Background: an optimization exercise with open tools, aiming at small area, a short achievable clock period and few clock cycles. Do not read the settings as production practice.
RTL that was checked went through simulation tests only; none was proved equivalent to the original.
The RTL of run 2 was laid out without a check of its function.
No driver is modelled on the clock port, so clocking that relies on it looks cheaper here than on a real chip.
Power is estimated from default activity; no workload was simulated.

File: flow/run.sh
#!/bin/bash
# The standard layout (the standard.sh) with these changes:
#  1. after the standard synthesis, flow/fa_polarity.py flips full-adder
#     cells (all inputs and outputs complemented, same function) to remove
#     inverters, and flow/remap.tcl re-maps the remaining combinational
#     logic for area with ABC's area mapper (flip-flops and full adders kept).
#     A netlist is used only if Yosys proves it equivalent to the standard
#     netlist (flow/equiv.ys); otherwise the previous one is kept;
#  2. plain buf_1 cells as the port buffers;
#  3. a one-level clock tree built by flow/clock_tree.tcl before CTS
#     (4 clkbuf_16, each driving a quarter of the flip-flops) instead of
#     TritonCTS's H-tree.
# Each tool's output goes to its own log file in this folder.
set -u
export FLOW_CLK_CELL=sky130_fd_sc_hd__clkbuf_16
RES=orfs/results/sky130hd/top/base
bash standard.sh synth > synth.log 2>&1 || exit 1
cp $RES/1_2_yosys.v 1_2_yosys.std.v
use=1_2_yosys.std.v
proven() {  # proven NETLIST LOG
  cp "$1" gate.v
  yosys -l "$2" -q flow/equiv.ys > /dev/null 2>&1 && grep -q "Equivalence successfully proven" "$2"
}
if python3 flow/fa_polarity.py --free-logic 1_2_yosys.std.v 1_2_yosys.fa.v > fa_polarity.log 2>&1 &&
   proven 1_2_yosys.fa.v equiv_fa.log; then
  use=1_2_yosys.fa.v
  if yosys -l remap.log -q -c flow/remap.tcl > /dev/null 2>&1 &&
     proven 1_2_yosys.remap.v equiv_remap.log; then
    use=1_2_yosys.remap.v
  fi
fi
echo "netlist used: $use" > netlist_used.log
if [ "$use" != 1_2_yosys.std.v ]; then
  cp $use $RES/1_2_yosys.v
  rm -f $RES/1_synth.odb $RES/1_synth.sdc
fi
bash standard.sh BUFFER_PORTS_ARGS="-buffer_cell sky130_fd_sc_hd__buf_1" \
  PRE_CTS_TCL="$PWD/flow/clock_tree.tcl" finish > standard.log 2>&1
File: flow/clock_tree.tcl
# PRE_CTS hook: a one-level clock tree. The clock port drives four clock
# buffers; each drives one quarter of the flip-flops (split at the median x,
# then each half at its median y), placed at the quarter's centre. TritonCTS
# then finds the clock net already buffered and leaves it alone.
proc my_clock_tree {cell} {
  set block [ord::get_db_block]
  set net [$block findNet clk]
  set pts {}
  foreach it [$net getITerms] {
    set b [[$it getInst] getBBox]
    lappend pts [list $it [expr {([$b xMin]+[$b xMax])/2.0}] [expr {([$b yMin]+[$b yMax])/2.0}]]
  }
  set pts [lsort -real -index 1 $pts]
  set h [expr {[llength $pts] / 2}]
  set groups {}
  foreach half [list [lrange $pts 0 [expr {$h - 1}]] [lrange $pts $h end]] {
    set half [lsort -real -index 2 $half]
    set q [expr {[llength $half] / 2}]
    lappend groups [lrange $half 0 [expr {$q - 1}]] [lrange $half $q end]
  }
  set dbu [$block getDbUnitsPerMicron]
  set k 0
  foreach g $groups {
    set pins {}
    set sx 0; set sy 0
    foreach p $g {
      set it [lindex $p 0]
      lappend pins [get_pins "[[$it getInst] getName]/[[$it getMTerm] getName]"]
      set sx [expr {$sx + [lindex $p 1]}]; set sy [expr {$sy + [lindex $p 2]}]
    }
    set n [llength $g]
    insert_buffer -buffer_cell $cell -net clk -load_pins $pins \
      -location [list [expr {$sx / $n / $dbu}] [expr {$sy / $n / $dbu}]]
    puts "clock buffer $k: $n flip-flops"
    incr k
  }
}
my_clock_tree $::env(FLOW_CLK_CELL)
File: flow/equiv.ys
# Prove the netlist in gate.v equivalent to the standard netlist 1_2_yosys.std.v
# (registers paired by name).
read_liberty -ignore_miss_func /OpenROAD-flow-scripts/flow/platforms/sky130hd/lib/sky130_fd_sc_hd__tt_025C_1v80.lib
read_verilog 1_2_yosys.std.v
rename top gold
read_verilog gate.v
rename top gate
hierarchy -check
check -assert gate
flatten
async2sync
setundef -undriven -anyseq
rename -hide w:*.*
opt_clean -purge
equiv_make gold gate eq
hierarchy -top eq
equiv_simple -seq 2
equiv_induct
equiv_status -assert
File: flow/fa_polarity.py
#!/usr/bin/env python3
"""Remove inverters around full-adder cells in a flat gate-level netlist.

A full adder is self-dual: FA(~a,~b,~c) = (~sum, ~cout). Each fa cell may so
be "flipped" (all its inputs and outputs complemented) without changing the
circuit's function. This script chooses flips that minimise the number of
inverters needed and rewrites the netlist. Only inv_1/clkinv_1 cells whose
nets are internal are rebuilt; every other cell keeps its function.

With --free-logic, plain logic cells count as taking and giving either
polarity (the netlist is re-mapped afterwards), so only the polarities at
full adders, flip-flops, half adders and ports are costed.

usage: fa_polarity.py [--free-logic] IN.v OUT.v
"""
import re, sys, random

OUTPINS = {"X", "Y", "Q", "Q_N", "SUM", "COUT", "HI", "LO"}
INV = {"sky130_fd_sc_hd__inv_1", "sky130_fd_sc_hd__clkinv_1"}
FA = {"sky130_fd_sc_hd__fa_1", "sky130_fd_sc_hd__fa_2", "sky130_fd_sc_hd__fa_4"}

FREE = "--free-logic" in sys.argv
args = [a for a in sys.argv[1:] if not a.startswith("--")]
sys.argv = [sys.argv[0]] + args
src = open(sys.argv[1]).read()
inst_re = re.compile(r"^(\s*)(sky130_fd_sc_hd__\w+)\s+(\S+)\s*\((.*?)\);\n", re.S | re.M)
pin_re = re.compile(r"\.(\w+)\(\s*(.*?)\s*\)\s*(?:,|$)", re.S)

insts = []
for m in inst_re.finditer(src):
    pins = [(p, n.strip()) for p, n in pin_re.findall(m.group(4))]
    insts.append({"span": m.span(), "ind": m.group(1), "type": m.group(2),
                  "name": m.group(3), "pins": pins})

hdr = re.search(r"module\s+\w+\s*\((.*?)\);", src, re.S).group(1)
special = set()
for d in re.findall(r"^\s*(?:input|output|inout)\b([^;]*);", src, re.M):
    d = re.sub(r"\[[^\]]*\]", " ", d)
    for t in d.replace(",", " ").split():
        special.add(t)
assign_txt = " ".join(re.findall(r"^\s*assign\s+(.*?);", src, re.M | re.S))

def base(n):
    return re.sub(r"\s*\[\d+\]$", "", n.lstrip("\\").strip())

def is_special(n):
    b = base(n)
    return b in special or (n.strip() in assign_txt) or b in assign_txt

driver = {}
for i, c in enumerate(insts):
    for p, n in c["pins"]:
        if p in OUTPINS:
            driver[n] = (i, p)

# inverters we may rebuild
rebuild = set()
for i, c in enumerate(insts):
    if c["type"] in INV:
        d = dict(c["pins"])
        if not is_special(d["Y"]) and not is_special(d["A"]):
            rebuild.add(i)

def root(n):
    pol = 0
    seen = 0
    while n in driver and driver[n][0] in rebuild and seen < 100:
        i = driver[n][0]
        n = dict(insts[i]["pins"])["A"]
        pol ^= 1
        seen += 1
    return n, pol

fas = [i for i, c in enumerate(insts) if c["type"] in FA]
fa_index = {i: k for k, i in enumerate(fas)}

# consumers: (root, needed polarity, fa index or None)
cons = {}   # root -> list of (pol, fa or None)
free_cons = {}
for i, c in enumerate(insts):
    if i in rebuild:
        continue
    for p, n in c["pins"]:
        if p in OUTPINS:
            continue
        r, pol = root(n)
        t = c["type"]
        if FREE and i not in fa_index and not t.startswith("sky130_fd_sc_hd__df") and not t.startswith("sky130_fd_sc_hd__ha"):
            free_cons[(r, pol)] = True
            continue
        cons.setdefault(r, []).append((pol, fa_index.get(i)))
# nets referenced by ports / assigns with rebuilt-inverter drivers
for n in list(driver):
    if is_special(n) and driver[n][0] in rebuild:
        r, pol = root(n)
        cons.setdefault(r, []).append((pol, None))

# source of each root: fa output?
src_fa = {}
for i in fas:
    for p, n in insts[i]["pins"]:
        if p in ("SUM", "COUT"):
            src_fa[n] = fa_index[i]

def is_free_src(r):
    return FREE and r in driver and driver[r][0] not in rebuild and insts[driver[r][0]]["type"] not in FA \
        and not insts[driver[r][0]]["type"].startswith("sky130_fd_sc_hd__df") \
        and not insts[driver[r][0]]["type"].startswith("sky130_fd_sc_hd__ha") \
        and not insts[driver[r][0]]["type"].startswith("sky130_fd_sc_hd__conb")

def cost(flip):
    return local_cost(flip, cons.keys())

# roots touched by each fa
touch = {k: set() for k in range(len(fas))}
for r, lst in cons.items():
    for pol, f in lst:
        if f is not None:
            touch[f].add(r)
for r, f in src_fa.items():
    touch[f].add(r)

def local_cost(flip, roots):
    tot = 0
    for r in roots:
        lst = cons.get(r, [])
        sp = flip[src_fa[r]] if r in src_fa else 0
        if FREE:
            lst = [(pol, f) for pol, f in lst if f is not None or not free_cons.get((r, pol), False)]
            if is_free_src(r):
                need = set(pol ^ (flip[f] if f is not None else 0) for pol, f in lst)
                if len(need) > 1:
                    tot += 1
                continue
        if any((pol ^ (flip[f] if f is not None else 0)) != sp for pol, f in lst):
            tot += 1
    return tot

best = [0] * len(fas)
bestc = cost(best)
start_cost = bestc
rng = random.Random(1)
for restart in range(30):
    flip = best[:] if restart == 0 else [rng.randint(0, 1) for _ in fas]
    improved = True
    while improved:
        improved = False
        for k in range(len(fas)):
            before = local_cost(flip, touch[k])
            flip[k] ^= 1
            after = local_cost(flip, touch[k])
            if after < before:
                improved = True
            else:
                flip[k] ^= 1
    c = cost(flip)
    if c < bestc:
        best, bestc = flip, c
print(f"fa cells {len(fas)}, rebuildable inverters {len(rebuild)}, "
      f"inverters needed: before {start_cost}, after {bestc}", file=sys.stderr)

# rebuild netlist
flip = best
newwires = []
newinsts = []
cnt = [0]
def fmt(n):
    return n + " " if n.startswith("\\") else n

def fresh(prefix):
    cnt[0] += 1
    return f"{prefix}{cnt[0]}_"

pol_net = {}  # (root, pol) -> net name
for r in cons:
    sp = flip[src_fa[r]] if r in src_fa else 0
    pol_net[(r, sp)] = r if sp == 0 else None  # filled below for flipped fa
for r, f in src_fa.items():
    if flip[f]:
        n = fresh("fapn_")
        newwires.append(n)
        pol_net[(r, 1)] = n
        pol_net[(r, 0)] = None

def net_for(r, pol):
    k = (r, pol)
    if (r, 0) not in pol_net and (r, 1) not in pol_net:
        pol_net[(r, 0)] = r      # a root net carries its own (true) value
    if pol_net.get(k):
        return pol_net[k]
    other = pol_net.get((r, pol ^ 1))
    if other is None:
        other = r
        pol_net[(r, pol ^ 1)] = r
    if pol == 0 and r in src_fa and flip[src_fa[r]]:
        n = r   # keep the original name for the true polarity
    else:
        n = fresh("fapi_")
        newwires.append(n)
    newinsts.append(("sky130_fd_sc_hd__inv_1", fresh("fapinv_"), [("A", other), ("Y", n)]))
    pol_net[k] = n
    return n

out = []
last = 0
for i, c in enumerate(insts):
    s, e = c["span"]
    out.append(src[last:s])
    last = e
    if i in rebuild:
        d = dict(c["pins"])
        if is_special(d["Y"]):
            r, pol = root(d["Y"])
            out.append(f"{c['ind']}{c['type']} {c['name']} (\n    .A({fmt(net_for(r, pol ^ 1))}),\n    .Y({fmt(d['Y'])})\n  );\n")
            # note: keeps the port-facing inverter, input rebuilt
        continue
    f = fa_index.get(i)
    fl = flip[f] if f is not None else 0
    pins = []
    for p, n in c["pins"]:
        if p in OUTPINS:
            if fl and p in ("SUM", "COUT"):
                n = pol_net[(n, 1)]
            pins.append((p, n))
        else:
            r, pol = root(n)
            pins.append((p, net_for(r, pol ^ fl)))
    body = ",\n".join(f"    .{p}({fmt(n)})" for p, n in pins)
    out.append(f"{c['ind']}{c['type']} {c['name']} (\n{body}\n  );\n")
out.append(src[last:])
txt = "".join(out)
decl = "".join(f"  wire {w};\n" for w in newwires)
body = "".join(f"  {t} {nm} (\n" + ",\n".join(f"    .{p}({fmt(n)})" for p, n in pins) + "\n  );\n"
               for t, nm, pins in newinsts)
k = txt.rfind("endmodule")
txt = txt[:k] + decl + body + txt[k:]
open(sys.argv[2], "w").write(txt)
File: flow/remap.tcl
# Yosys: re-map the combinational logic of the (full-adder polarity) netlist
# 1_2_yosys.fa.v for area with ABC's area mapper. Flip-flops and full adders
# stay as they are (same instances and names); every other cell is
# expanded to its function and mapped again. Writes 1_2_yosys.remap.v.
set lib $::env(FLOW_HOME)/platforms/sky130hd/lib/sky130_fd_sc_hd__tt_025C_1v80.lib
set dont_use {}
set f [open $lib r]
set txt [read $f]
close $f
foreach {m c} [regexp -all -inline {cell\s*\(\s*"?(sky130_fd_sc_hd__\w+)"?\s*\)} $txt] {
  if {[string match *lpflow* $c] || [string match *probe* $c] ||
      [string match sky130_fd_sc_hd__clk* $c] || [string match sky130_fd_sc_hd__dly* $c]} {
    lappend dont_use -dont_use $c
  }
}
yosys read_liberty -ignore_miss_func $lib
yosys read_verilog 1_2_yosys.fa.v
yosys hierarchy -top top
yosys setattr -mod -set keep_hierarchy 1 sky130_fd_sc_hd__fa_1 sky130_fd_sc_hd__df*
yosys flatten
yosys rename -hide w:*.*
yosys opt_clean -purge
yosys abc -liberty $lib {*}$dont_use -script "+strash;dc2;dch,-f;amap;topo"
yosys opt_clean -purge
yosys hilomap -hicell sky130_fd_sc_hd__conb_1 HI -locell sky130_fd_sc_hd__conb_1 LO
yosys splitnets
yosys opt_clean -purge
yosys stat -liberty $lib
yosys select top
yosys write_verilog -noattr -noexpr -nohex -nodec -selected 1_2_yosys.remap.v
File: standard.sh
#!/bin/bash
# synth_recipe.tcl (not shown) runs the flow's synth.tcl, then flattens the netlist and writes it again
# the make line also repeats each setting of config.mk as NAME=value (left out here)
make -C /OpenROAD-flow-scripts/flow DESIGN_CONFIG=/design/flow/config.mk WORK_HOME=/design/flow/orfs CLKGATE_MAP_FILE= SYNTH_SCRIPT=/design/flow/synth_recipe.tcl "${@:-finish}"
File: config.mk
export PLATFORM = sky130hd
export DESIGN_NAME = top
export DESIGN_NICKNAME = top
export VERILOG_FILES = /design/flow/design.v
export SDC_FILE = /design/flow/constraint.sdc
export NUM_CORES = 4
export LEC_CHECK = 0
export CAP_MARGIN = 20
export CORE_MARGIN = 2
export CORE_UTILIZATION = 40
export SLEW_MARGIN = 20
File: constraint.sdc
create_clock -name core_clock -period 100.0 [get_ports {clk}]
set_input_delay 20.0000 -clock core_clock [delete_from_list [all_inputs] [get_ports {clk}]]
set_output_delay 20.0000 -clock core_clock [all_outputs]
set_load 0.01 [all_outputs]
File: design.v
module rsub #(parameter W = 8) (
    input  [W-1:0] a,
    input  [W-1:0] b,
    output [W-1:0] d,
    output         ge
);
wire [W:0] c;
assign c[0] = 1'b1;
genvar i;
generate
    for (i = 0; i < W; i = i + 1) begin : bit_
        wire nb = ~b[i];
        assign d[i]   = a[i] ^ nb ^ c[i];
        assign c[i+1] = (a[i] & nb) | (a[i] & c[i]) | (nb & c[i]);
    end
endgenerate
assign ge = c[W];
endmodule
module sqrt(
    input  [8:0]  rd_in,     
    input  [1:0]  yb,        
    input  [8:0]  divisor,   
    input         zero_q,    
    input  [12:0] rs_in,     
    input  [11:0] f_in,      
    output [8:0]  rd_out,
    output [12:0] rs_out,
    output        b          
);
wire [9:0] t1 = {rd_in, yb[1]};
wire [9:0] d1;
wire       q1;
rsub #(10) s1(.a(t1), .b({1'b0, divisor}), .d(d1), .ge(q1));
wire [8:0] r1 = q1 ? d1[8:0] : t1[8:0];
wire [9:0] t2 = {r1, yb[0]};
wire [9:0] d2;
wire       q2;
rsub #(10) s2(.a(t2), .b({1'b0, divisor}), .d(d2), .ge(q2));
assign rd_out = q2 ? d2[8:0] : t2[8:0];
wire [14:0] ts = {rs_in, q1 & ~zero_q, q2 & ~zero_q};
wire [14:0] ds;
rsub #(15) s3(.a(ts), .b({1'b0, f_in, 2'b01}), .d(ds), .ge(b));
assign rs_out = b ? ds[12:0] : ts[12:0];
endmodule
module top(
    input clk,
    input rst,
    input [7:0] in_data,
    input in_valid,
    input storage_reset,
    output [11:0] out_data,
    output out_valid,
    output in_rdy,
    output [1:0] err_data,
    output err_valid
);
reg  [7:0]  xq;
reg         vq;
reg  [24:0] S;
reg  [8:0]  N;
reg  [3:0]  st;         
reg         ov, rdy;
reg  [8:0]  Rd;
reg  [12:0] Rs;
reg  [11:0] F;
always @(posedge clk)
    xq <= in_data;
wire [24:0] Sn;
sqacc U1(.s(S), .x(vq ? xq : 8'd0), .sn(Sn));
wire [8:0]  Nn = N + {8'd0, vq};
wire idle  = (st == 4'd0);
wire rnd   = (st == 4'd13);
wire start = idle & vq & ~in_valid;
wire [3:0] st_next = idle ? {3'd0, start} : (rnd ? 4'd0 : st + 4'd1);
always @(posedge clk or posedge rst) begin
    if (rst) begin
        vq  <= 1'b0;
        st  <= 4'd0;
        ov  <= 1'b0;
        rdy <= 1'b0;
    end else begin
        vq  <= in_valid;
        st  <= st_next;
        ov  <= rnd;
        rdy <= ~in_valid & (idle ? ~vq : rnd);    
    end
end
always @(posedge clk) begin
    S <= (rst | storage_reset) ? 25'd0 : Sn;
    N <= (rst | storage_reset) ? 9'd0 : Nn;
end
reg [1:0] yb;
always @(*) begin
    case (st)
        4'd1: yb = S[15:14];
        4'd2: yb = S[13:12];
        4'd3: yb = S[11:10];
        4'd4: yb = S[9:8];
        4'd5: yb = S[7:6];
        4'd6: yb = S[5:4];
        4'd7: yb = S[3:2];
        4'd8: yb = S[1:0];
        default: yb = 2'b00;
    endcase
end
wire [8:0]  rd_out;
wire [12:0] rs_out;
wire        b;
sqrt U0(
    .rd_in  (Rd),
    .yb     (yb),
    .divisor(N),
    .zero_q (rnd),
    .rs_in  (Rs),
    .f_in   (F),
    .rd_out (rd_out),
    .rs_out (rs_out),
    .b      (b)
);
always @(posedge clk) begin
    Rd <= idle ? Sn[24:16] : rd_out;
    Rs <= idle ? 13'd0 : rs_out;
    F  <= idle ? 12'd0 : (rnd ? F + {11'd0, b} : {F[10:0], b});
end
assign out_data  = F;
assign out_valid = ov;
assign in_rdy    = rdy;
assign err_data  = 2'b00;
assign err_valid = 1'b0;
endmodule
module sqacc(input [24:0] s, input [7:0] x, output [24:0] sn);
wire p1 = x[0] & x[1];
wire p2 = x[0] & x[2];
wire p3 = x[0] & x[3];
wire p4 = x[0] & x[4];
wire p5 = x[0] & x[5];
wire p6 = x[0] & x[6];
wire p7 = x[0] & x[7];
wire p8 = x[1] & x[2];
wire p9 = x[1] & x[3];
wire p10 = x[1] & x[4];
wire p11 = x[1] & x[5];
wire p12 = x[1] & x[6];
wire p13 = x[1] & x[7];
wire p14 = x[2] & x[3];
wire p15 = x[2] & x[4];
wire p16 = x[2] & x[5];
wire p17 = x[2] & x[6];
wire p18 = x[2] & x[7];
wire p19 = x[3] & x[4];
wire p20 = x[3] & x[5];
wire p21 = x[3] & x[6];
wire p22 = x[3] & x[7];
wire p23 = x[4] & x[5];
wire p24 = x[4] & x[6];
wire p25 = x[4] & x[7];
wire p26 = x[5] & x[6];
wire p27 = x[5] & x[7];
wire p28 = x[6] & x[7];
wire s29 = s[0] ^ x[0];
wire c30 = s[0] & x[0];
wire s31 = s[1] ^ c30;
wire c32 = s[1] & c30;
wire s33 = s[2] ^ x[1] ^ p1;
wire c34 = (s[2] & x[1]) | (s[2] & p1) | (x[1] & p1);
wire s35 = c32 ^ s33;
wire c36 = c32 & s33;
wire s37 = s[3] ^ p2 ^ c34;
wire c38 = (s[3] & p2) | (s[3] & c34) | (p2 & c34);
wire s39 = c36 ^ s37;
wire c40 = c36 & s37;
wire s41 = s[4] ^ x[2] ^ p3;
wire c42 = (s[4] & x[2]) | (s[4] & p3) | (x[2] & p3);
wire s43 = p8 ^ s41 ^ c38;
wire c44 = (p8 & s41) | (p8 & c38) | (s41 & c38);
wire s45 = c40 ^ s43;
wire c46 = c40 & s43;
wire s47 = s[5] ^ p4 ^ p9;
wire c48 = (s[5] & p4) | (s[5] & p9) | (p4 & p9);
wire s49 = c42 ^ s47 ^ c44;
wire c50 = (c42 & s47) | (c42 & c44) | (s47 & c44);
wire s51 = c46 ^ s49;
wire c52 = c46 & s49;
wire s53 = s[6] ^ x[3] ^ p5;
wire c54 = (s[6] & x[3]) | (s[6] & p5) | (x[3] & p5);
wire s55 = p10 ^ p14 ^ c48;
wire c56 = (p10 & p14) | (p10 & c48) | (p14 & c48);
wire s57 = s53 ^ s55 ^ c50;
wire c58 = (s53 & s55) | (s53 & c50) | (s55 & c50);
wire s59 = c52 ^ s57;
wire c60 = c52 & s57;
wire s61 = s[7] ^ p6 ^ p11;
wire c62 = (s[7] & p6) | (s[7] & p11) | (p6 & p11);
wire s63 = p15 ^ c54 ^ s61;
wire c64 = (p15 & c54) | (p15 & s61) | (c54 & s61);
wire s65 = c56 ^ s63 ^ c58;
wire c66 = (c56 & s63) | (c56 & c58) | (s63 & c58);
wire s67 = c60 ^ s65;
wire c68 = c60 & s65;
wire s69 = s[8] ^ x[4] ^ p7;
wire c70 = (s[8] & x[4]) | (s[8] & p7) | (x[4] & p7);
wire s71 = p12 ^ p16 ^ p19;
wire c72 = (p12 & p16) | (p12 & p19) | (p16 & p19);
wire s73 = c62 ^ s69 ^ s71;
wire c74 = (c62 & s69) | (c62 & s71) | (s69 & s71);
wire s75 = c64 ^ s73 ^ c66;
wire c76 = (c64 & s73) | (c64 & c66) | (s73 & c66);
wire s77 = c68 ^ s75;
wire c78 = c68 & s75;
wire s79 = s[9] ^ p13 ^ p17;
wire c80 = (s[9] & p13) | (s[9] & p17) | (p13 & p17);
wire s81 = p20 ^ c70 ^ c72;
wire c82 = (p20 & c70) | (p20 & c72) | (c70 & c72);
wire s83 = s79 ^ c74 ^ s81;
wire c84 = (s79 & c74) | (s79 & s81) | (c74 & s81);
wire s85 = s83 ^ c76 ^ c78;
wire c86 = (s83 & c76) | (s83 & c78) | (c76 & c78);
wire s87 = s[10] ^ x[5] ^ p18;
wire c88 = (s[10] & x[5]) | (s[10] & p18) | (x[5] & p18);
wire s89 = p21 ^ p23 ^ c80;
wire c90 = (p21 & p23) | (p21 & c80) | (p23 & c80);
wire s91 = s87 ^ c82 ^ s89;
wire c92 = (s87 & c82) | (s87 & s89) | (c82 & s89);
wire s93 = c84 ^ s91 ^ c86;
wire c94 = (c84 & s91) | (c84 & c86) | (s91 & c86);
wire s95 = s[11] ^ p22 ^ p24;
wire c96 = (s[11] & p22) | (s[11] & p24) | (p22 & p24);
wire s97 = c88 ^ s95 ^ c90;
wire c98 = (c88 & s95) | (c88 & c90) | (s95 & c90);
wire s99 = c92 ^ s97 ^ c94;
wire c100 = (c92 & s97) | (c92 & c94) | (s97 & c94);
wire s101 = s[12] ^ x[6] ^ p25;
wire c102 = (s[12] & x[6]) | (s[12] & p25) | (x[6] & p25);
wire s103 = p26 ^ c96 ^ s101;
wire c104 = (p26 & c96) | (p26 & s101) | (c96 & s101);
wire s105 = s103 ^ c98 ^ c100;
wire c106 = (s103 & c98) | (s103 & c100) | (c98 & c100);
wire s107 = s[13] ^ p27 ^ c102;
wire c108 = (s[13] & p27) | (s[13] & c102) | (p27 & c102);
wire s109 = c104 ^ s107 ^ c106;
wire c110 = (c104 & s107) | (c104 & c106) | (s107 & c106);
wire s111 = s[14] ^ x[7] ^ p28;
wire c112 = (s[14] & x[7]) | (s[14] & p28) | (x[7] & p28);
wire s113 = s111 ^ c108 ^ c110;
wire c114 = (s111 & c108) | (s111 & c110) | (c108 & c110);
wire s115 = s[15] ^ c112 ^ c114;
wire c116 = (s[15] & c112) | (s[15] & c114) | (c112 & c114);
wire s117 = s[16] ^ c116;
wire c118 = s[16] & c116;
wire s119 = s[17] ^ c118;
wire c120 = s[17] & c118;
wire s121 = s[18] ^ c120;
wire c122 = s[18] & c120;
wire s123 = s[19] ^ c122;
wire c124 = s[19] & c122;
wire s125 = s[20] ^ c124;
wire c126 = s[20] & c124;
wire s127 = s[21] ^ c126;
wire c128 = s[21] & c126;
wire s129 = s[22] ^ c128;
wire c130 = s[22] & c128;
wire s131 = s[23] ^ c130;
wire c132 = s[23] & c130;
wire s133 = s[24] ^ c132;
wire c134 = s[24] & c132;
assign sn[0] = s29;
assign sn[1] = s31;
assign sn[2] = s35;
assign sn[3] = s39;
assign sn[4] = s45;
assign sn[5] = s51;
assign sn[6] = s59;
assign sn[7] = s67;
assign sn[8] = s77;
assign sn[9] = s85;
assign sn[10] = s93;
assign sn[11] = s99;
assign sn[12] = s105;
assign sn[13] = s109;
assign sn[14] = s113;
assign sn[15] = s115;
assign sn[16] = s117;
assign sn[17] = s119;
assign sn[18] = s121;
assign sn[19] = s123;
assign sn[20] = s125;
assign sn[21] = s127;
assign sn[22] = s129;
assign sn[23] = s131;
assign sn[24] = s133;
endmodule
==> results of run 1 <==
## power breakdown
group | internal, uW | switching [uW]
Clock | 7.30 | 8.62
Sequential | 42.8 | 7.38
Combinational | 24.6 | 31.4
## cell usage in the layout, fill, tap and decap left out, drive strengths merged
cell type,instances
and3,5
o221ai,1
dfxtp,76
o22a,1
o21a,1
o32ai,2
dfrtp,7
o22ai,19
a211oi,9
a41oi,1
nand3,4
a31oi,2
a22oi,4
buf,30
and2,3
a222oi,1
clkbuf,4
a221oi,14
a2111oi,1
fa,59
nor2b,7
o211ai,2
nor3,14
a21oi,17
nor2,91
o21ai,22
inv,72
conb,3
o31ai,1
a22o,7
nand2,28
## flip-flops by register name (all words and copies together) (netlist names)
name,count
S,25
Rs,13
F,12
N,9
Rd,9
xq,8
st,4
ov,1
rdy,1
vq,1
## worst paths after layout
path,startpoint,to,slack [ns],cells after the start
worst max-delay path,rst,N[8],78.90,5
worst min-delay path,N[8],N[8],0.47,1
worst max register to register,st[0],F[11],85.27,59
worst min register to register,N[8],N[8],0.47,1
max in group asynchronous,rst,st[2],80.02,2
min in group asynchronous,rst,st[0],19.76,2
## through the flow
step	total power (uW)	area (um2)	cells	hold slack [ns]	setup WS, ns
global route	134.0	4920	648	0.5041	78.76
finish	122.1	4920	648	0.4698	78.90
global placement	104.3	4792	643	0.4394	78.67
detailed placement	107.4	4792	643	0.4637	78.59
CTS	119.8	4892	647	0.4621	78.59
floorplan	91.64	4491	474	0.4290	79.16
## final cells by class, clock buffers not listed
type / count / area (um2)
fill: 1068 / 5968
multi-input combinational: 319 / 2526
sequential: 83 / 1697
inverter: 72 / 270.3
tap: 140 / 175.2
timing repair buffer: 30 / 151.4
## layer usage
layer  vias up  part of all wire, %  global-route usage (%)
met5         -                    0                       0
li1       1648                    -                       -
met3         6                  3.3                   1.423
met2        51                   46                   27.83
met4         0                  1.3                   1.989
met1      1609                   50                   24.31
## worst max-delay path: stages
cell,delay (ns)
buf_1,0.08
nor2_1,0.27
inv_1,0.33
buf_16,0.26
a221oi_1,0.22
==> results.rst, run 1 <==
.. list-table::
   :header-rows: 1

   * - Metric
     - Value
   * - Status
     - complete, no violations
   * - Row count
     - 38
   * - Antenna diodes
     - 0
   * - Clock transition at the register clock pins on the worst setup and hold paths after CTS
     - 0.09 ns
   * - Syn nets
     - approximately 550
   * - Mean instance size in the synthesized netlist
     - around 9.5 um2
   * - Critical Path End Type
     - flip-flop
   * - Die ar.
     - about 12000 um2
   * - Cell area after synthesis
     - 4491 um2
   * - Half-perimeter wire length of the detailed placement result
     - between 7000 and 8000 um
   * - Violation count after the first detailed-route iteration
     - 167
   * - Global-route usage over all layers
     - 16.68%
   * - Accumulated negative setup slack
     - 0 ns
   * - Setup-failing EPs final
     - 0
   * - Fin nets
     - between 500 and 600
   * - Worst-case headroom to the max-slew limit
     - 64.71%
   * - IO Pins
     - 29
   * - Number of resized instances in the post-cts repair step
     - 0
   * - Worst setup SP type
     - input pin
   * - Final count of hold timing violations
     - 0
   * - Warning count from the yosys run
     - 1
   * - Share of the cycle needed by the critical path after routing
     - 21.10%
   * - Crit path time final
     - 21.10 ns
   * - Final Max Tran Viols
     - 0
   * - Worst slew pin tran
     - 0.5288 ns
   * - Number of global-route vias before repair
     - between 3000 and 4000
   * - Buffer count from post-CTS setup fixing
     - 0
   * - Core occupancy in the finished layout
     - 45.18%
   * - Critical Setup Path Class
     - input pin to flip-flop
   * - Routed len/inst
     - 14.50 um
   * - Pwr per Cell Area
     - 24.82 nW/um2
   * - Data arrival time of the critical path
     - approximately 21 ns
   * - Largest fanout on the critical path
     - 18
   * - Initial DRT Pass Iterations
     - 4
   * - Leak pwr
     - 0.002132 uW
   * - Proportion of layout cells with a drive suffix above 1
     - 1.969%
   * - Largest net degree at the start of global routing
     - 33
   * - Max Fclk
     - 47.38 MHz
   * - DRT Wirelength
     - ~9400 um
   * - Number of buffers inserted for hold repair after clock tree synthesis
     - 0
   * - Number of antenna violations at the first check in global routing
     - 0
   * - Residual overflow from global routing
     - 0
   * - Detailed-route via count
     - approximately 3300
   * - Post-DRT Antenna Nets
     - 0
   * - Post-DR vias/cell
     - 5.114
   * - Synthesis-to-finish area growth
     - 9.557%
   * - Buffers added on ports
     - 25
   * - Min-Delay Path Class
     - flip-flop to flip-flop
   * - Number of instances in the synthesized netlist
     - 474
   * - Global-route wire length before repair
     - around 16000 um
   * - Max-cap violations
     - 0
   * - Global placement routability congestion
     - 0.8122
   * - Vertical die dimension
     - 110.0 um
   * - Starting utilization of the core area
     - a little over 40%
   * - Remaining design rule violation count
     - 0
   * - Area inside the core boundary
     - 10890 um2
   * - Setup repair after global routing missed its margin
     - no
   * - Die outline width
     - 110.0 um
   * - Maximum resistive drop on vdd
     - 0.01850 mV
   * - Clock insertion delay at the later pin of the skew report
     - 0.15 ns
   * - Final Skew
     - 0.009192 ns
   * - Worst Path Required
     - 100.06 ns
Testbench counts, summed over its fixed seeds: cycles 9,702.
==> inputs of run 2 (changes only) <==
--- a/design.v
+++ b/design.v
@@ -1,46 +1,48 @@
-module rsub #(parameter W = 8) (
+module radd #(parameter W = 8) (
     input  [W-1:0] a,
     input  [W-1:0] b,
-    output [W-1:0] d,
-    output         ge
+    input          ci,
+    output [W-1:0] s,
+    output         co
 );
 wire [W:0] c;
-assign c[0] = 1'b1;
+assign c[0] = ci;
 genvar i;
 generate
     for (i = 0; i < W; i = i + 1) begin : bit_
-        wire nb = ~b[i];
-        assign d[i]   = a[i] ^ nb ^ c[i];
-        assign c[i+1] = (a[i] & nb) | (a[i] & c[i]) | (nb & c[i]);
+        assign s[i]   = a[i] ^ b[i] ^ c[i];
+        assign c[i+1] = (a[i] & b[i]) | (a[i] & c[i]) | (b[i] & c[i]);
     end
 endgenerate
-assign ge = c[W];
+assign co = c[W];
 endmodule
 module sqrt(
     input  [8:0]  rd_in,     
     input  [1:0]  yb,        
-    input  [8:0]  divisor,   
+    input  [8:0]  ndiv,      
     input         zero_q,    
-    input  [12:0] rs_in,     
+    input  [12:0] nrs_in,    
     input  [11:0] f_in,      
     output [8:0]  rd_out,
-    output [12:0] rs_out,
+    output [12:0] nrs_out,
     output        b          
 );
 wire [9:0] t1 = {rd_in, yb[1]};
 wire [9:0] d1;
 wire       q1;
-rsub #(10) s1(.a(t1), .b({1'b0, divisor}), .d(d1), .ge(q1));
+radd #(10) s1(.a(t1), .b({1'b1, ndiv}), .ci(1'b1), .s(d1), .co(q1));
 wire [8:0] r1 = q1 ? d1[8:0] : t1[8:0];
 wire [9:0] t2 = {r1, yb[0]};
 wire [9:0] d2;
 wire       q2;
-rsub #(10) s2(.a(t2), .b({1'b0, divisor}), .d(d2), .ge(q2));
+radd #(10) s2(.a(t2), .b({1'b1, ndiv}), .ci(1'b1), .s(d2), .co(q2));
 assign rd_out = q2 ? d2[8:0] : t2[8:0];
-wire [14:0] ts = {rs_in, q1 & ~zero_q, q2 & ~zero_q};
-wire [14:0] ds;
-rsub #(15) s3(.a(ts), .b({1'b0, f_in, 2'b01}), .d(ds), .ge(b));
-assign rs_out = b ? ds[12:0] : ts[12:0];
+wire [14:0] nts = {nrs_in, ~(q1 & ~zero_q), ~(q2 & ~zero_q)};
+wire [14:0] nds;
+wire        lt;
+radd #(15) s3(.a(nts), .b({1'b0, f_in, 2'b01}), .ci(1'b0), .s(nds), .co(lt));
+assign b = ~lt;
+assign nrs_out = lt ? nts[12:0] : nds[12:0];
 endmodule
 module top(
     input clk,
@@ -56,18 +58,19 @@
 );
 reg  [7:0]  xq;
 reg         vq;
+reg         clr;        
 reg  [24:0] S;
-reg  [8:0]  N;
+reg  [8:0]  Nb;        
 reg  [3:0]  st;         
 reg         ov, rdy;
 reg  [8:0]  Rd;
-reg  [12:0] Rs;
+reg  [12:0] Rsb;       
 reg  [11:0] F;
 always @(posedge clk)
     xq <= in_data;
 wire [24:0] Sn;
-sqacc U1(.s(S), .x(vq ? xq : 8'd0), .sn(Sn));
-wire [8:0]  Nn = N + {8'd0, vq};
+sqacc U1(.s(clr ? 25'd0 : S), .x(vq ? xq : 8'd0), .sn(Sn));
+wire [8:0]  Nbn = (clr ? 9'h1ff : Nb) - {8'd0, vq};
 wire idle  = (st == 4'd0);
 wire rnd   = (st == 4'd13);
 wire start = idle & vq & ~in_valid;
@@ -86,8 +89,9 @@
     end
 end
 always @(posedge clk) begin
-    S <= (rst | storage_reset) ? 25'd0 : Sn;
-    N <= (rst | storage_reset) ? 9'd0 : Nn;
+    clr <= rst | storage_reset;
+    S   <= Sn;
+    Nb  <= Nbn;
 end
 reg [1:0] yb;
 always @(*) begin
@@ -104,22 +108,22 @@
     endcase
 end
 wire [8:0]  rd_out;
-wire [12:0] rs_out;
+wire [12:0] nrs_out;
 wire        b;
 sqrt U0(
     .rd_in  (Rd),
     .yb     (yb),
-    .divisor(N),
+    .ndiv   (Nb),
     .zero_q (rnd),
-    .rs_in  (Rs),
+    .nrs_in (Rsb),
     .f_in   (F),
     .rd_out (rd_out),
-    .rs_out (rs_out),
+    .nrs_out(nrs_out),
     .b      (b)
 );
 always @(posedge clk) begin
     Rd <= idle ? Sn[24:16] : rd_out;
-    Rs <= idle ? 13'd0 : rs_out;
+    Rsb <= idle ? 13'h1fff : nrs_out;
     F  <= idle ? 12'd0 : (rnd ? F + {11'd0, b} : {F[10:0], b});
 end
 assign out_data  = F;
==> results.rst, run 2 <==
.. list-table::
   :header-rows: 1

   * - Metric
     - Value
   * - Detailed-route via count
     - 3395 (+2.4%)
   * - Share of the cycle needed by the critical path after routing
     - 20.75% (-0.35 points)
   * - Final WS setup
     - 79.25 ns (+0.3511 ns)
   * - Half-perimeter wire length of the detailed placement result
     - 7179 um (-0.86%)
   * - Number of filler cells placed in the layout
     - 1145 (+7.2%)
   * - Most frequent standard cell in the layout excluding fill and tap cells
     - nor2_1
   * - Global-route usage over all layers
     - 15.66% (-1.0 points)
   * - Area inside the core boundary
     - 11320 um2 (+4.0%)
   * - Largest stage delay on the critical path
     - 0.42 ns (+0.09 ns)
   * - DP Area
     - 4892 um2 (+2.1%)
   * - Antenna diodes
     - 0 (unchanged)
   * - Initial DRT Pass Iterations
     - 4 (unchanged)
   * - Final Max Tran Viols
     - 0 (unchanged)
   * - Vertical die dimension
     - 111.0 um (+0.97%)
   * - Design Power
     - 136.7 uW (+12%)
   * - Fin nets
     - 593 (+2.1%)
   * - Row count
     - 39 (+2.6%)
   * - Proportion of layout cells with a drive suffix above 1
     - 1.734% (-0.23 points)
   * - Setup repair after global routing missed its margin
     - no
   * - Die ar.
     - 12330 um2 (+2.0%)
   * - Top reg by flops
     - S
   * - Accumulated negative setup slack
     - 0 ns (unchanged)
   * - Worst-case headroom to the max-slew limit
     - 33.02% (-32 points)
   * - Mean instance size in the synthesized netlist
     - 9.447 um2 (-0.28%)
   * - Number of antenna violations at the first check in global routing
     - 0 (unchanged)
   * - Synthesis-to-finish area growth
     - 8.957%
   * - Routed len/inst
     - 13.99 um (-3.5%)
   * - Final Skew
     - 0.01170 ns (+0.002508 ns)
   * - Commonest non-fill, non-tap cells in the layout
     - nor2_1, dfxtp_1, fa_1
   * - IO Pins
     - 29 (unchanged)
   * - Bufs and invs on worst path
     - 1 (-2)
   * - Die outline width
     - 111.0 um (+0.97%)
   * - Crit path time final
     - 20.75 ns (-0.3511 ns)
   * - Number of buffers inserted for hold repair after clock tree synthesis
     - 0 (unchanged)
   * - Min-Delay Path Class
     - flip-flop to flip-flop
   * - Crit path max-delay family
     - flip-flops
   * - Number of instances in the synthesized netlist
     - 485 (+2.3%)
   * - Max-cap violations
     - 0 (unchanged)
   * - Master of the slowest instance on the critical path
     - dfxtp_1
   * - Critical Path End Type
     - output pin
   * - Status
     - complete, no violations
   * - Number of global-route vias before repair
     - 3508 (+1.6%)
   * - Warning count from the yosys run
     - 1 (unchanged)
   * - Area of all placed cells without fillers
     - 4992 um2 (+1.5%)
   * - Buffer count from post-CTS setup fixing
     - 0 (unchanged)
   * - Maximum resistive drop on vdd
     - 0.01673 mV (-9.6%)
   * - Max Fclk
     - 48.18 MHz (+1.7%)
   * - Critical Setup Path Class
     - flip-flop to output pin
   * - Placement-stage worst setup slack
     - 79.42 ns (+0.8216 ns)
   * - Post-DR vias/cell
     - 5.128 (+0.28%)
   * - Number of resized instances in the post-cts repair step
     - 0 (unchanged)
   * - Worst Path Required
     - 80.00 ns (-20.06 ns)
   * - Data arrival time of the critical path
     - 0.75 ns (-20.42 ns)
   * - Cell area after synthesis
     - 4582 um2 (+2.0%)
   * - Worst setup SP type
     - flip-flop
   * - Remaining design rule violation count
     - 0 (unchanged)
   * - Violation count after the first detailed-route iteration
     - 190 (+14%)
   * - Core occupancy in the finished layout
     - 44.10% (-1.1 points)
   * - Leak pwr
     - 0.002110 uW (-1.0%)
   * - Buffers added on ports
     - 25 (unchanged)
   * - Residual overflow from global routing
     - 0 (unchanged)
   * - Setup-failing EPs final
     - 0 (unchanged)
   * - Clock transition at the register clock pins on the worst setup and hold paths after CTS
     - 0.08 ns (about the same)
   * - Clock insertion delay at the later pin of the skew report
     - 0.15 ns (about the same)
   * - Starting utilization of the core area
     - 40.47% (-0.77 points)
   * - Final count of hold timing violations
     - 0 (unchanged)
   * - DRT Wirelength
     - 9264 um (-1.4%)
   * - Max reg flops
     - 25 (unchanged)
   * - Biggest registers after layout
     - S x25, Rsb x13, F x12
   * - Sequence of cells on the critical path
     - buf_1
   * - Largest net degree at the start of global routing
     - 32 (-3.0%)
   * - Syn nets
     - 557 (+2.2%)
   * - Global placement routability congestion
     - 0.8357 (+2.9%)
   * - Post-DRT Antenna Nets
     - 0 (unchanged)
   * - Global-route wire length before repair
     - 16480 um (+1.4%)
   * - Largest fanout on the critical path
     - 5 (-13)
   * - Worst slew pin tran
     - 1.000 ns (+0.4716 ns)
   * - Pwr per Cell Area
     - 27.39 nW/um2 (+10%)
==> run 2: cell types whose count changed in the layout (fill, tap and decap cells not counted), moves of 4 or more <==
cell / delta
nor2_1: +13
a22o_1: -6
a211oi_1: -6
nor3_1: -9
o22a_1: +10
o21a_1: +14
o21ai_0: -4
nand2_1: +15
or2_0: +5
inv_1: -20
a221oi_1: -12
nor2b_1: +5
==> run 2: worst paths after layout <==
check,from,slack [ns],depth (start not counted),end
max,F[1],79.25,1,out_data[1]
min,S[24],0.49,1,S[24]
max reg2reg,st[0],83.86,54,F[11]
min reg2reg,S[24],0.49,1,S[24]
max in group asynchronous,rst,80.03,2,ov
min in group asynchronous,rst,19.75,2,st[2]
==> run 2: power breakdown <==
part	internal, uW	switching [uW]	leakage [uW]
Combinational	30.8	37.0	0.00133
Sequential	44.9	7.97	0.000729
Clock	7.31	8.81	0.0000493
==> run 2: final cells by class, clock buffers not listed <==
cell class / instances / area, um2 / share of cell area [%]
inverter: 52 / 195.2 / 3.910
multi-input combinational: 349 / 2670 / 53.48
tap: 143 / 178.9 / 3.584
timing repair buffer: 30 / 131.4 / 2.632
sequential: 84 / 1717 / 34.39
==> run 2: metrics by stage <==
| step | hold slack [ns] | instances |
|---|---|---|
| detailed placement | 0.4810 | 658 |
| finish | 0.4928 | 662 |
| global route | 0.5274 | 662 |
| floorplan | 0.4447 | 485 |
| global placement | 0.4565 | 658 |
| CTS | 0.4836 | 662 |
==> run 2: worst register-to-register path: cells and delay by family, from the launching register on <==
family                   cells  cell delay (ns)
AND/OR/NAND/NOR             15             2.38
flip-flops                   1             0.44
adder cells (fa/ha/maj)     27            10.51
AO/OA/AOI/OAI                8             1.71
buffers and inverters        4             1.00
==> run 2: metal layers <==
layer	global-route usage, %	vias up	share of wire, %
li1	-	1685	-
met2	27.03	52	47
met1	22.65	1652	48
met4	1.152	0	0.90
met3	1.422	6	4.1
met5	0	-	0
==> inputs of run 3 (changes only) <==
--- a/design.v
+++ b/design.v
@@ -58,7 +58,6 @@
 );
 reg  [7:0]  xq;
 reg         vq;
-reg         clr;        
 reg  [24:0] S;
 reg  [8:0]  Nb;        
 reg  [3:0]  st;         
@@ -69,8 +68,8 @@
 always @(posedge clk)
     xq <= in_data;
 wire [24:0] Sn;
-sqacc U1(.s(clr ? 25'd0 : S), .x(vq ? xq : 8'd0), .sn(Sn));
-wire [8:0]  Nbn = (clr ? 9'h1ff : Nb) - {8'd0, vq};
+sqacc U1(.s(S), .x(vq ? xq : 8'd0), .sn(Sn));
+wire [8:0]  Nbn = Nb - {8'd0, vq};
 wire idle  = (st == 4'd0);
 wire rnd   = (st == 4'd13);
 wire start = idle & vq & ~in_valid;
@@ -78,20 +77,19 @@
 always @(posedge clk or posedge rst) begin
     if (rst) begin
         vq  <= 1'b0;
+        S   <= 25'd0;
+        Nb  <= 9'h1ff;
         st  <= 4'd0;
         ov  <= 1'b0;
         rdy <= 1'b0;
     end else begin
         vq  <= in_valid;
+        S   <= storage_reset ? 25'd0 : Sn;
+        Nb  <= storage_reset ? 9'h1ff : Nbn;
         st  <= st_next;
         ov  <= rnd;
         rdy <= ~in_valid & (idle ? ~vq : rnd);    
     end
-end
-always @(posedge clk) begin
-    clr <= rst | storage_reset;
-    S   <= Sn;
-    Nb  <= Nbn;
 end
 reg [1:0] yb;
 always @(*) begin
==> results.rst, run 3 <==
.. list-table::
   :header-rows: 1

   * - Metric
     - Value
   * - Status
     - complete, no violations
   * - Buffers added on ports
     - 25 (unchanged)
   * - Warning count from the yosys run
     - 1 (unchanged)
   * - Global-route wire length before repair
     - 17000 um (+3.2%)
   * - Clock insertion delay at the later pin of the skew report
     - 0.16 ns (about the same)
   * - Max reg flops
     - 25 (unchanged)
   * - P_sw
     - 56.33 uW (+4.8%)
   * - Routed len/inst
     - 15.00 um (+7.2%)
   * - Number of instances in the synthesized netlist
     - 469 (-3.3%)
   * - Number of buffers inserted for hold repair after clock tree synthesis
     - 0 (unchanged)
   * - Proportion of layout cells with a drive suffix above 1
     - 3.386% (+1.7 points)
   * - Number of filler cells placed in the layout
     - 1135 (-0.87%)
   * - Accumulated negative setup slack
     - 0 ns (unchanged)
   * - Non-filler instance count after layout
     - 645 (-2.6%)
   * - Syn nets
     - 541 (-2.9%)
   * - Final Skew
     - 0.01188 ns (+0.0001842 ns)
   * - Violation count after the first detailed-route iteration
     - 241 (+27%)
   * - Starting utilization of the core area
     - 40.88% (+0.41 points)
   * - Min-Delay Path Class
     - flip-flop to flip-flop
   * - Share of the cycle needed by the critical path after routing
     - 20.76% (about the same)
   * - Setup repair after global routing missed its margin
     - no
   * - Master of the slowest instance on the critical path
     - dfxtp_1
   * - Worst Path Required
     - 80.00 ns (about the same)
   * - Data arrival time of the critical path
     - 0.76 ns (about the same)
   * - Cells after DPL
     - 641 (-2.6%)
   * - Area inside the core boundary
     - 11370 um2 (+0.43%)
   * - R2R Setup Slk
     - 83.17 ns (-0.69 ns)
   * - Setup-failing EPs final
     - 0 (unchanged)
   * - DRT Wirelength
     - 9672 um (+4.4%)
   * - Clock transition at the register clock pins on the worst setup and hold paths after CTS
     - 0.09 ns (about the same)
   * - Commonest non-fill, non-tap cells in the layout
     - nor2_1, fa_1, inv_1
   * - Post-DRT Antenna Nets
     - 0 (unchanged)
   * - FF-to-FF Start
     - st[1]
   * - Logic gate share of total power
     - 49.9% (+0.3 points)
   * - Max-cap violations
     - 0 (unchanged)
   * - Max Fclk
     - 48.17 MHz (about the same)
   * - Die ar.
     - 12500 um2 (+1.4%)
   * - Global-route usage over all layers
     - 16.35% (+0.69 points)
   * - Reg2Reg Capture Point
     - F[11]
   * - Sum of routed wire segments on met1
     - 4422 um (-1.1%)
   * - Register share of total power
     - 38.6% (about the same)
   * - Crit path max-delay family
     - flip-flops
   * - IO Pins
     - 29 (unchanged)
   * - Worst-case headroom to the max-slew limit
     - 46.13% (+13 points)
   * - Largest net degree at the start of global routing
     - 42 (+31%)
   * - Largest stage delay on the critical path
     - 0.43 ns (about the same)
   * - Global placement routability congestion
     - 0.8152 (-2.5%)
   * - Buffer count from post-CTS setup fixing
     - 0 (unchanged)
   * - Post-DR vias/cell
     - 5.223 (+1.8%)
   * - Largest fanout on the critical path
     - 5 (unchanged)
   * - Half-perimeter wire length of the detailed placement result
     - 7369 um (+2.6%)
   * - Worst reg-to-reg path cell count
     - 57 (+5.6%)
   * - End of the worst hold path
     - st[0]
   * - Mean instance size in the synthesized netlist
     - 9.911 um2 (+4.9%)
   * - Top reg by flops
     - S
   * - Hold Startpoint
     - st[0]
   * - Worst slew pin tran
     - 0.8057 ns (-0.1946 ns)
   * - Crit path time final
     - 20.76 ns (+0.004800 ns)
   * - Initial DRT Pass Iterations
     - 4 (unchanged)
   * - Maximum resistive drop on vdd
     - 0.01955 mV (+17%)
   * - Internal cell power
     - 83.24 uW (+0.31%)
   * - Highest metal layer with signal wires
     - met4
   * - Row count
     - 39 (unchanged)
   * - Remaining design rule violation count
     - 0 (unchanged)
   * - WHS Path Cells
     - 1 (unchanged)
   * - Critical Path End Type
     - output pin
   * - Worst setup SP type
     - flip-flop
   * - Met2 layer wire length in the routed design
     - 4737 um (+9.5%)
   * - Sequence of cells on the critical path
     - buf_1
   * - Most frequent standard cell in the layout excluding fill and tap cells
     - nor2_1
   * - Clock share of power
     - 11.5% (-0.3 points)
   * - Wire length on met3
     - 429 um (+12%)
   * - Detailed-route via count
     - 3369 (-0.77%)
   * - Synthesis-to-finish area growth
     - 8.667%
   * - Die outline width
     - 111.8 um (+0.70%)
   * - Residual overflow from global routing
     - 0 (unchanged)
   * - Critical Setup Path Class
     - flip-flop to output pin
   * - Number of global-route vias before repair
     - 3524 (+0.46%)
   * - Final Max Tran Viols
     - 0 (unchanged)
   * - Final count of hold timing violations
     - 0 (unchanged)
   * - Fin nets
     - 576 (-2.9%)
   * - Cell area after synthesis
     - 4648 um2 (+1.4%)
   * - Number of resized instances in the post-cts repair step
     - 0 (unchanged)
   * - Bufs and invs on worst path
     - 1 (unchanged)
   * - Net switching fraction of the power
     - 40.36% (+1.1 points)
   * - Leak pwr
     - 0.002263 uW (+7.2%)
   * - Pwr per Cell Area
     - 27.63 nW/um2 (+0.89%)
   * - Number of antenna violations at the first check in global routing
     - 0 (unchanged)
   * - Vertical die dimension
     - 111.8 um (+0.70%)
   * - Final Hold Slack
     - 0.4846 ns (-0.008207 ns)
   * - Biggest registers after layout
     - S x25, Rsb x13, F x12
   * - Antenna diodes
     - 0 (unchanged)
-- run 3: cell types whose count changed in the layout (fill, tap and decap cells not counted), moves of 4 or more --
cell / change
dfxtp_1: -35
dfrtp_1: +25
o21a_1: -15
nor2_1: -11
dfstp_2: +9
nor3_1: +7
o21ai_0: +6
o22a_1: -5
a211o_1: +4
a32oi_1: +4
nor2b_1: -4
o32ai_1: +4
-- run 3: how the worst max path moves through the flow --
stage             startpoint           to  slack, ns  cells after the start
2_1_floorplan            rst         S[0]      79.07                      1
3_3_place_gp   storage_reset        Nb[4]      79.29                      3
3_5_place_dp   storage_reset         S[2]      79.22                      3
4_1_cts        storage_reset         S[2]      79.25                      3
5_1_grt                 F[4]  out_data[4]      79.19                      1
6_report                F[6]  out_data[6]      79.24                      1
-- run 3: layout make-up, clock buffers not listed --
type	instances	area, um2	share of cell area (%)
Inverter	54	202.7	4.013
Tap cell	143	178.9	3.542
Timing Repair Buffer	29	123.9	2.452
Multi-Input combinational cell	332	2567	50.83
Sequential cell	83	1878	37.18
-- run 3: metrics by stage --
step                total power (uW)  area, um2  setup WS [ns]  utilization, %
finish                         139.6       5051          79.24           44.43
global route                   155.3       5051          79.19           44.43
CTS                            138.1       5051          79.25           44.43
detailed placement             125.1       4951          79.22           43.55
global placement               122.4       4951          79.29           43.55
floorplan                      106.7       4648          79.07               -
-- run 3: layer usage --
layer	vias up	global-route usage [%]
met5	-	0
met4	0	1.481
met3	6	1.415
met2	62	28.48
met1	1669	23.36
li1	1632	-
-- run 3: power groups by stage --
| stage | registers (uW) | logic (uW) | clock network, uW |
|---|---|---|---|
| detailed placement | 54.7 | 70.4 | 0 |
| floorplan | 53.3 | 53.5 | 0 |
| finish | 53.8 | 69.7 | 16.1 |
| global placement | 54.3 | 68.1 | 0 |
| global route | 55.8 | 81.9 | 17.6 |
| CTS | 54.9 | 71.0 | 12.2 |
Testbench counts of run 3, summed over its fixed seeds: cycles 9,702.
==> inputs of run 4 (changes only) <==
--- a/design.v
+++ b/design.v
@@ -58,6 +58,7 @@
 );
 reg  [7:0]  xq;
 reg         vq;
+reg         W;          
 reg  [24:0] S;
 reg  [8:0]  Nb;        
 reg  [3:0]  st;         
@@ -68,8 +69,8 @@
 always @(posedge clk)
     xq <= in_data;
 wire [24:0] Sn;
-sqacc U1(.s(S), .x(vq ? xq : 8'd0), .sn(Sn));
-wire [8:0]  Nbn = Nb - {8'd0, vq};
+sqacc U1(.s(W ? S : 25'd0), .x(vq ? xq : 8'd0), .sn(Sn));
+wire [8:0]  Nbn = (W ? Nb : 9'h1ff) - {8'd0, vq};
 wire idle  = (st == 4'd0);
 wire rnd   = (st == 4'd13);
 wire start = idle & vq & ~in_valid;
@@ -77,15 +78,13 @@
 always @(posedge clk or posedge rst) begin
     if (rst) begin
         vq  <= 1'b0;
-        S   <= 25'd0;
-        Nb  <= 9'h1ff;
+        W   <= 1'b0;
         st  <= 4'd0;
         ov  <= 1'b0;
         rdy <= 1'b0;
     end else begin
         vq  <= in_valid;
-        S   <= storage_reset ? 25'd0 : Sn;
-        Nb  <= storage_reset ? 9'h1ff : Nbn;
+        W   <= ~storage_reset;
         st  <= st_next;
         ov  <= rnd;
         rdy <= ~in_valid & (idle ? ~vq : rnd);    
@@ -120,6 +119,8 @@
     .b      (b)
 );
 always @(posedge clk) begin
+    S  <= Sn;
+    Nb <= Nbn;
     Rd <= idle ? Sn[24:16] : rd_out;
     Rsb <= idle ? 13'h1fff : nrs_out;
     F  <= idle ? 12'd0 : (rnd ? F + {11'd0, b} : {F[10:0], b});
==> results.rst, run 4 <==
.. list-table::
   :header-rows: 1

   * - Metric
     - Value
   * - Status
     - complete, no violations
   * - Syn nets
     - 571 (+5.5%)
   * - Half-perimeter wire length of the detailed placement result
     - 7057 um (-4.2%)
   * - Area inside the core boundary
     - 11320 um2 (-0.43%)
   * - Antenna diodes
     - 0 (unchanged)
   * - R2R Setup Slk
     - 83.98 ns (+0.81 ns)
   * - Global placement routability congestion
     - 0.7897 (-3.1%)
   * - P_sw
     - 60.88 uW (+8.1%)
   * - Leak pwr
     - 0.002138 uW (-5.5%)
   * - Largest fanout on the critical path
     - 7 (+2)
   * - Setup repair after global routing missed its margin
     - no
   * - Global-route wire length before repair
     - 15930 um (-6.3%)
   * - Fin nets
     - 606 (+5.2%)
   * - FF-to-FF Start
     - st[1]
   * - Row count
     - 39 (unchanged)
   * - Share of the cycle needed by the critical path after routing
     - 20.78% (+0.022 points)
   * - Maximum resistive drop on vdd
     - 0.01450 mV (-26%)
   * - Max reg flops
     - 25 (unchanged)
   * - Crit path max-delay family
     - flip-flops
   * - Number of buffers inserted for hold repair after clock tree synthesis
     - 0 (unchanged)
   * - Total area of multi-input combinational cells
     - 2679 um2 (+4.3%)
   * - DP Area
     - 4906 um2 (-0.91%)
   * - Post-DR vias/cell
     - 5.007 (-4.1%)
   * - Worst Path Required
     - 80.00 ns (about the same)
   * - Worst setup SP type
     - flip-flop
   * - Area of all placed cells without fillers
     - 5006 um2 (-0.89%)
   * - Critical Path End Type
     - output pin
   * - Routed len/inst
     - 13.59 um (-9.4%)
   * - Internal cell power
     - 87.45 uW (+5.1%)
   * - Initial DRT Pass Iterations
     - 6 (+2)
   * - Critical Setup Path Class
     - flip-flop to output pin
   * - Vertical die dimension
     - 111.3 um (-0.47%)
   * - Accumulated negative setup slack
     - 0 ns (unchanged)
   * - Largest stage delay on the critical path
     - 0.45 ns (+0.02 ns)
   * - Register share of total power
     - 36.6% (-2.0 points)
   * - Remaining design rule violation count
     - 0 (unchanged)
   * - Starting utilization of the core area
     - 40.66% (-0.22 points)
   * - Placement-stage worst setup slack
     - 79.39 ns (+0.1698 ns)
   * - Logic gate share of total power
     - 52.6% (+2.7 points)
   * - Net switching fraction of the power
     - 41.05% (+0.68 points)
   * - Largest net degree at the start of global routing
     - 31 (-26%)
   * - Master of the slowest instance on the critical path
     - dfxtp_1
   * - Min-Delay Path Class
     - flip-flop to flip-flop
   * - Buffers added on ports
     - 25 (unchanged)
   * - CP Launch Point
     - F[7]
   * - Buffer count from post-CTS setup fixing
     - 0 (unchanged)
   * - IO Pins
     - 29 (unchanged)
   * - Commonest non-fill, non-tap cells in the layout
     - nor2_1, dfxtp_1, fa_1
   * - Sequence of cells on the critical path
     - buf_1
   * - Die ar.
     - 12380 um2 (-0.94%)
   * - Violation count after the first detailed-route iteration
     - 213 (-12%)
   * - Biggest registers after layout
     - S x25, Rsb x13, F x12
   * - Max-cap violations
     - 0 (unchanged)
   * - Pwr per Cell Area
     - 29.63 nW/um2 (+7.2%)
   * - Residual overflow from global routing
     - 0 (unchanged)
   * - Final Skew
     - 0.01102 ns (-0.0008664 ns)
   * - DRT Wirelength
     - 9175 um (-5.1%)
   * - Number of global-route vias before repair
     - 3424 (-2.8%)
   * - Sequential standard cell area
     - 1722 um2 (-8.3%)
   * - Worst-case headroom to the max-slew limit
     - 46.46% (+0.33 points)
   * - Bufs and invs on worst path
     - 1 (unchanged)
   * - Detailed-route via count
     - 3380 (+0.33%)
   * - Clock share of power
     - 10.8% (-0.7 points)
   * - Most frequent standard cell in the layout excluding fill and tap cells
     - nor2_1
   * - Post-DRT Antenna Nets
     - 0 (unchanged)
   * - Mean instance size in the synthesized netlist
     - 9.225 um2 (-6.9%)
   * - Synthesis-to-finish area growth
     - 8.752% (about the same)
   * - Worst slew pin tran
     - 0.8001 ns (-0.005629 ns)
   * - Clock transition at the register clock pins on the worst setup and hold paths after CTS
     - 0.09 ns (about the same)
   * - Die outline width
     - 111.3 um (-0.47%)
   * - Proportion of layout cells with a drive suffix above 1
     - 1.504% (-1.9 points)
   * - Number of filler cells placed in the layout
     - 1092 (-3.8%)
   * - Max Fclk
     - 48.12 MHz (-0.11%)
   * - Hold Startpoint
     - S[24]
   * - Top reg by flops
     - S
   * - Data arrival time of the critical path
     - 0.78 ns (+0.02 ns)
   * - Number of resized instances in the post-cts repair step
     - 0 (unchanged)
   * - Warning count from the yosys run
     - 1 (unchanged)
   * - Global-route usage over all layers
     - 15.14% (-1.2 points)
   * - Final WS setup
     - 79.22 ns (-0.02220 ns)
   * - Clock insertion delay at the later pin of the skew report
     - 0.16 ns (about the same)
   * - Final Max Tran Viols
     - 0 (unchanged)
   * - Number of antenna violations at the first check in global routing
     - 0 (unchanged)
   * - Crit path time final
     - 20.78 ns (+0.02220 ns)
   * - Number of instances in the synthesized netlist
     - 499 (+6.4%)
   * - Setup-failing EPs final
     - 0 (unchanged)
   * - Cell area after synthesis
     - 4603 um2 (-0.97%)
   * - Final count of hold timing violations
     - 0 (unchanged)
## run 4: changes by cell type in the layout (fill, tap and decap cells not counted), sizes merged, moves of 9 or more
cell and delta:
dfxtp +34, nor2 +32, dfrtp -24, o21a +15, o21ai -10, dfstp -9
## run 4: worst paths after layout
check                         endpoint  cells past startpoint
min in group asynchronous        st[1]                      2
hold reg to reg                  S[24]                      1
hold / removal                   S[24]                      1
max in group asynchronous           vq                      2
setup / recovery           out_data[7]                      1
setup reg to reg                 F[11]                     53
## run 4: power groups by stage
stage          clock (uW)  sequential, uW  combinational [uW]
3_5_place_dp            0            55.1                77.9
4_1_cts              12.2            55.3                78.8
5_1_grt              17.8            56.0                89.4
2_1_floorplan           0            54.5                58.6
6_report             16.1            54.3                78.0
3_3_place_gp            0            54.6                77.0
## run 4: layout make-up, clock buffers not listed
cell class | count | share of cell area, %
Inverter | 54 | 4.049
Multi-Input combinational cell | 361 | 53.51
Sequential cell | 84 | 34.39
Tap cell | 143 | 3.574
Timing Repair Buffer | 29 | 2.474
## run 4: routing by layer
| metal | track usage, % | vias up | wire [um] |
|---|---|---|---|
| met3 | 1.367 | 11 | 401 |
| met1 | 20.96 | 1622 | 4308 |
| met5 | 0 | - | 0 |
| met4 | 2.140 | 0 | 111 |
| li1 | - | 1693 | - |
| met2 | 26.59 | 54 | 4354 |
## run 4: stage by stage
stage,power (uW),util [%],hold WS (ns),std cells
finish,148.3,44.22,0.4759,675
global route,163.2,44.22,0.5212,675
CTS,146.4,44.22,0.4647,675
detailed placement,133.0,43.34,0.4624,671
global placement,131.6,43.34,0.4630,671
floorplan,113.1,-,0.4441,499
Testbench counts of run 4, summed over its fixed seeds: cycles 9,702.

-- static timing again, ports no longer ideal --
Ports are ideal in the flow. The routed layouts listed here were re-timed in OpenROAD. Step 1 sets driving cells, clkbuf_16 on the clock port and buf_2 on the other inputs (assumed; they add their load-dependent delay and slew). Step 2 times the ports against the registers' clock, not the clock port: input delays grow and output delays shrink by t, the midpoint of the rising clock arrivals with the driver on. a / b / c = ideal ports / drivers / drivers and shift; a / b = the first two.
run	t, ns	slack for setup (ns)	clock arrival spread, ns	worst register clock-pin slew, ns
run 1	0.236	78.895 / 78.958 / 78.722	0.009 / 0.009	0.09 / 0.09
run 2	0.227	79.247 / 79.169 / 79.396	0.012 / 0.012	0.09 / 0.09
run 3	0.230	79.242 / 79.162 / 79.260	0.012 / 0.012	0.09 / 0.09
run 4	0.237	79.220 / 79.136 / 79.373	0.011 / 0.012	0.09 / 0.09
After both steps setup and hold are still met in every run listed. The setup slack of run 1, which loses most, moves by +0.063 ns with the drivers and by -0.173 ns with both steps.
